Source: an optimization exercise on an open RTL-to-GDS flow (aim: small area, a short achievable clock period and few clock cycles per item). Production flows keep margins and buffers that such runs may drop.
The RTL was checked by simulation tests, not by an equivalence proof against the original design.
Power figures rest on the tool's default switching activity, not on a simulated workload.

== run a ==
==> module geofence, before the edit <==
module geofence (clk, reset, X, Y, valid, is_inside);
input clk;
input reset;
input [9:0] X;
input [9:0] Y;
output valid;
output is_inside;
reg [4:0] k;
reg [9:0] px, py;        
reg [11:0] ms, md;       
reg [21:0] q;            
reg [7:0] sg;            
reg [21:0] sa3, sb4;     
reg [21:0] r, l;         
reg [21:0] w, u;         
reg [7:0] occ;           
reg [7:0] vin, vout;     
reg k7;                  
reg vld, ins;            
reg sur;                 
reg line;                
wire xneg, xpos, yneg, ypos;
wire [9:0] xmag, ymag;
absd a_x (.a(X), .b(px), .neg(xneg), .pos(xpos), .mag(xmag));
absd a_y (.a(Y), .b(py), .neg(yneg), .pos(ypos), .mag(ymag));
wire [11:0] ms1 = ms - 12'd1;
wire [11:0] mdp = md + 12'd1;
wire uneg, un1, wneg, wn1;
sgn3 s_u (.a({2'b0, X}), .b({2'b0, Y}), .c(ms), .s(uneg));
sgn3 s_u1 (.a({2'b0, X}), .b({2'b0, Y}), .c(ms1), .s(un1));
sgn3 s_w (.a({2'b0, Y}), .b(~{2'b0, X}), .c(mdp), .s(wneg));
sgn3 s_w1 (.a({2'b0, Y}), .b(~{2'b0, X}), .c(md), .s(wn1));
wire upos = !un1;
wire wpos = !wn1;
wire [21:0] iq = {xneg, yneg, xmag, ymag};
always @(posedge clk) begin
    q <= iq;
    sg <= {xneg, xpos, yneg, ypos, uneg, upos, wneg, wpos};
end
always @(posedge clk) begin
    if (k == 5'd0) begin
        px <= X;
        py <= Y;
        ms <= 12'd0 - {2'b0, X} - {2'b0, Y};
        md <= {2'b0, X} - {2'b0, Y};
    end
end
wire done = valid;
always @(posedge clk) begin
    if (reset || done)
        k <= 5'd0;
    else
        k <= k + 5'd1;
end
wire ld_r = k == 5'd2 || k == 5'd6 || k == 5'd9 || k == 5'd12;
wire ld_l = k == 5'd7 || k == 5'd10 || k == 5'd13;
reg upd, upd1, upd2;     
always @(posedge clk) begin
    upd <= !reset && !done && (k == 5'd3 || k == 5'd5 || k == 5'd8 || k == 5'd11 || k == 5'd14);
    upd1 <= !reset && !done && k == 5'd3;
    upd2 <= !reset && !done && k == 5'd5;
end
always @(posedge clk) begin
    if (k == 5'd3 || k == 5'd5 || k == 5'd7)
        sa3 <= q;
    if (k == 5'd6)
        sb4 <= q;
end
wire gxn = sg[7], gxp = sg[6], gyn = sg[5], gyp = sg[4];
wire gun = sg[3], gup = sg[2], gwn = sg[1], gwp = sg[0];
wire [7:0] cq = {gyn & !gun, !gxn & gun, gxn & !gwp, !gyp & gwp,
                 gyp & !gup, !gxp & gup, gxp & !gwn, !gyn & gwn};
always @(posedge clk) begin
    if (k == 5'd2)
        occ <= cq;
    else
        occ <= occ | cq;
end
wire [7:0] o = occ | cq;
wire [15:0] o2 = {o, o};
reg [7:0] succ, bad, tin, tout, fit;
integer c;
always @(*) begin
    for (c = 0; c < 8; c = c + 1)
        succ[c] = o2[c + 1 +: 3] != 3'd0;
    bad = o & ~succ;
end
wire [15:0] bad2 = {bad, bad};
always @(*) begin
    for (c = 0; c < 8; c = c + 1)
        fit[c] = o2[c + 4 +: 4] == 4'd0;
end
wire [15:0] fit2 = {fit, fit};
always @(*) begin
    for (c = 0; c < 8; c = c + 1) begin
        tin[c] = succ[c] && bad2[c + 1 +: 4] == 4'd0;
        tout[c] = fit2[c + 5 +: 4] != 4'd0;
    end
end
always @(posedge clk) begin
    vin <= tin;
    vout <= tin | tout;
    k7 <= !reset && !done && k == 5'd6;
end
wire wxs = w[21], wys = w[20], uxs = u[21], uys = u[20];
wire [9:0] wxm = w[19:10], wym = w[9:0], uxm = u[19:10], uym = u[9:0];
wire [20:0] ts, tc;
xtree tree (.wxm(wxm), .wym(wym), .uxm(uxm), .uym(uym), .s(ts), .c(tc));
reg [20:0] xs, xc;       
reg sa, sb, anz, bnz, opp;
always @(posedge clk) begin
    xs <= ts;
    xc <= tc;
    sa <= wxs ^ uys;
    sb <= wys ^ uxs;
    anz <= wxm != 10'd0 && uym != 10'd0;
    bnz <= wym != 10'd0 && uxm != 10'd0;
    opp <= (wxm != 10'd0 && uxm != 10'd0 && wxs != uxs) ||
           (wym != 10'd0 && uym != 10'd0 && wys != uys);
end
wire [20:0] cy = {1'b0, xs[19:0]} + {1'b0, xc[19:0]};
wire dneg = xs[20] ^ xc[20] ^ cy[20];
wire dz = (xs ^ xc) == {xs[19:0] | xc[19:0], 1'b0};
wire cn = (sa == sb) ? (sa ? !dneg && !dz : dneg) : (sa && (anz || bnz));
wire cp = (sa == sb) ? (sa ? dneg : !dneg && !dz) : (!sa && (anz || bnz));
reg crn, crp;            
always @(posedge clk) begin
    crn <= cn;
    crp <= cp;
end
reg rsw;
wire cur_r = upd1 || (upd2 && rsw);
wire cur_l = !(upd2 && rsw);
wire rn = cur_r ? cn : crn;
wire rp = cur_r ? cp : crp;
wire ln = cur_l ? cn : crn;
wire lp = cur_l ? cp : crp;
wire [21:0] v = upd1 ? sa3 : u;    
always @(posedge clk) begin
    if (upd1)
        rsw <= rn && !lp;
end
reg [21:0] rnx, lnx;
reg surnx, linenx;
always @(*) begin
    rnx = r;
    lnx = l;
    surnx = sur;
    linenx = line;
    if (k == 5'd2) begin
        rnx = q;
        lnx = q;
        surnx = 1'b0;
        linenx = 1'b0;
    end else if (upd && !sur) begin
        if (line) begin
            linenx = 1'b0;
            if (rn) begin
                rnx = l;
                lnx = r;
            end
        end else if (rn && lp) begin
            surnx = 1'b1;
        end else if (!rn && lp) begin
            lnx = v;
        end else if (rn && !lp) begin
            rnx = v;
        end else if (!rn && !rp && !ln && !lp && opp) begin
            lnx = v;
            linenx = 1'b1;
        end
    end
end
always @(posedge clk) begin
    r <= rnx;
    l <= lnx;
    sur <= surnx;
    line <= linenx;
end
always @(posedge clk) begin
    if (ld_r)
        w <= rnx;
    else if (ld_l)
        w <= l;
    else if (k == 5'd4)
        w <= sa3;
    case (k)
    5'd2, 5'd3: u <= iq;
    5'd6, 5'd12: u <= sa3;
    5'd9: u <= sb4;
    default: ;
    endcase
end
wire q_valid = k7 && (cq & vout) != 8'd0;
wire q_in = k7 && (cq & vin) != 8'd0;
always @(posedge clk) begin
    if (reset || done) begin
        vld <= 1'b0;
        ins <= 1'b0;
    end else begin
        vld <= (k >= 5'd7 && surnx) || k == 5'd15;
        ins <= k >= 5'd7 && surnx;
    end
end
assign valid = vld || q_valid;
assign is_inside = ins || q_in;
endmodule
clock: 11.5 ns
lec_check: 0
cap_margin: 20
core_margin: 2
core_utilization: 45
slew_margin: 20
synth_hierarchical: 1
synth_minimum_keep_size: 0
standard.sh (not shown) runs the stock make flow with config.mk's settings and CLKGATE_MAP_FILE= SYNTH_SCRIPT=/design/flow/synth_recipe.tcl, a recipe that flattens the netlist after the stock synthesis.
==> flow/flow/run.sh <==
#!/bin/bash
# Standard layout, with timing repair aiming for a period of about 4.3 ns
# (setup margin 7.2 ns at the design's 11.5 ns clock).
set -euo pipefail
bash standard.sh SETUP_SLACK_MARGIN=7.2 finish > flow.log 2>&1
Testbench counts of run a, summed over its fixed seeds: cycles 14,865, items 1,600.
Inputs modified between run a and run b:
--- a/flow/design.v
+++ b/flow/design.v
@@ -53,14 +53,15 @@
         k <= k + 5'd1;
 end
-wire ld_r = k == 5'd2 || k == 5'd6 || k == 5'd9 || k == 5'd12;
-wire ld_l = k == 5'd7 || k == 5'd10 || k == 5'd13;
-reg upd, upd1, upd2;     
+wire ld_r = k == 5'd2 || k == 5'd4 || k == 5'd7 || k == 5'd10 || k == 5'd13;
+wire ld_l = k == 5'd5 || k == 5'd8 || k == 5'd11 || k == 5'd14;
+reg upd, upd1;           
 always @(posedge clk) begin
-    upd <= !reset && !done && (k == 5'd3 || k == 5'd5 || k == 5'd8 || k == 5'd11 || k == 5'd14);
+    upd <= !reset && !done && (k == 5'd3 || k == 5'd6 || k == 5'd9 || k == 5'd12 || k == 5'd15);
     upd1 <= !reset && !done && k == 5'd3;
-    upd2 <= !reset && !done && k == 5'd5;
 end
 always @(posedge clk) begin
-    if (k == 5'd3 || k == 5'd5 || k == 5'd7)
+    if (k == 5'd5)
+        sa3 <= q;
+    else if (k == 5'd7)
         sa3 <= q;
     if (k == 5'd6)
@@ -129,16 +130,6 @@
     crp <= cp;
 end
-reg rsw;
-wire cur_r = upd1 || (upd2 && rsw);
-wire cur_l = !(upd2 && rsw);
-wire rn = cur_r ? cn : crn;
-wire rp = cur_r ? cp : crp;
-wire ln = cur_l ? cn : crn;
-wire lp = cur_l ? cp : crp;
-wire [21:0] v = upd1 ? sa3 : u;    
-always @(posedge clk) begin
-    if (upd1)
-        rsw <= rn && !lp;
-end
+wire rn = upd1 ? cn : crn;
+wire rp = upd1 ? cp : crp;
 reg [21:0] rnx, lnx;
 reg surnx, linenx;
@@ -160,12 +151,12 @@
                 lnx = r;
             end
-        end else if (rn && lp) begin
+        end else if (rn && cp) begin
             surnx = 1'b1;
-        end else if (!rn && lp) begin
-            lnx = v;
-        end else if (rn && !lp) begin
-            rnx = v;
-        end else if (!rn && !rp && !ln && !lp && opp) begin
-            lnx = v;
+        end else if (!rn && cp) begin
+            lnx = u;
+        end else if (rn && !cp) begin
+            rnx = u;
+        end else if (!rn && !rp && !cn && !cp && opp) begin
+            lnx = u;
             linenx = 1'b1;
         end
@@ -183,10 +174,10 @@
     else if (ld_l)
         w <= l;
-    else if (k == 5'd4)
-        w <= sa3;
     case (k)
-    5'd2, 5'd3: u <= iq;
-    5'd6, 5'd12: u <= sa3;
-    5'd9: u <= sb4;
+    5'd2: u <= iq;
+    5'd4: u <= q;
+    5'd7: u <= sa3;
+    5'd10: u <= sb4;
+    5'd13: u <= sa3;
     default: ;
     endcase
@@ -199,5 +190,5 @@
         ins <= 1'b0;
     end else begin
-        vld <= (k >= 5'd7 && surnx) || k == 5'd15;
+        vld <= (k >= 5'd7 && surnx) || k == 5'd16;
         ins <= k >= 5'd7 && surnx;
     end
Results
- Class of the most critical setup path = input port to flip-flop: run b; class of the most critical setup path = flip-flop to flip-flop: run a
- Per the comparison of run b with run a, combinational power went down 8.7%; synthesized cell count shrank by about 11%; average via count per standard cell saw a decrease.
- For the total chip power, run b came in 380 uW lower than run a did.
- Run a → run b: total placed cells including tap cells shrank by 8.6%; post-cts hold buffer count held steady.
- Diff run a and run b: switching fraction of total power higher in run a
- Measured against each other, run a and run b differ in multi-input combinational gate total, the lower figure coming from run b.
- Measured against each other, run a and run b differ in post-synthesis average cell area, the higher figure coming from run b.
- Summary of run b over run a: routed wire length moved down; peak ir drop on the vdd network moved down.
- NOTE: sequential fraction of total cell area in run b exceeds that of run a
Testbench counts of run b, summed over its fixed seeds: cycles 15,151, items 1,600.

[port drivers added, routing unchanged]
The flow's constraints put no driver on any port. The routed layouts listed below were extracted and timed again, unchanged, in two steps. Step 1 assumes that a clkbuf_16 drives the clock port and a buf_2 every other input. Step 2, shift: input delay + t, output delay - t, t = (earliest + latest rising clock arrival at the registers) / 2. This alone moves slack from input paths to output paths. Slacks: ideal / step 1 / step 2; pairs: ideal / step 1.
| run | t, ns | slack for setup (ns) | worst setup path after step 2 | cell pins on the clock port's net |
|---|---|---|---|---|
| run a | 0.613 | 7.280 / 7.243 / 6.682 | input to register | 1 |
| run b | 0.602 | 7.298 / 7.281 / 6.721 | input to register | 1 |
After both steps setup and hold are still met in every run listed. The setup slack of run a, which loses most, moves by -0.037 ns with the drivers and by -0.598 ns with both steps.
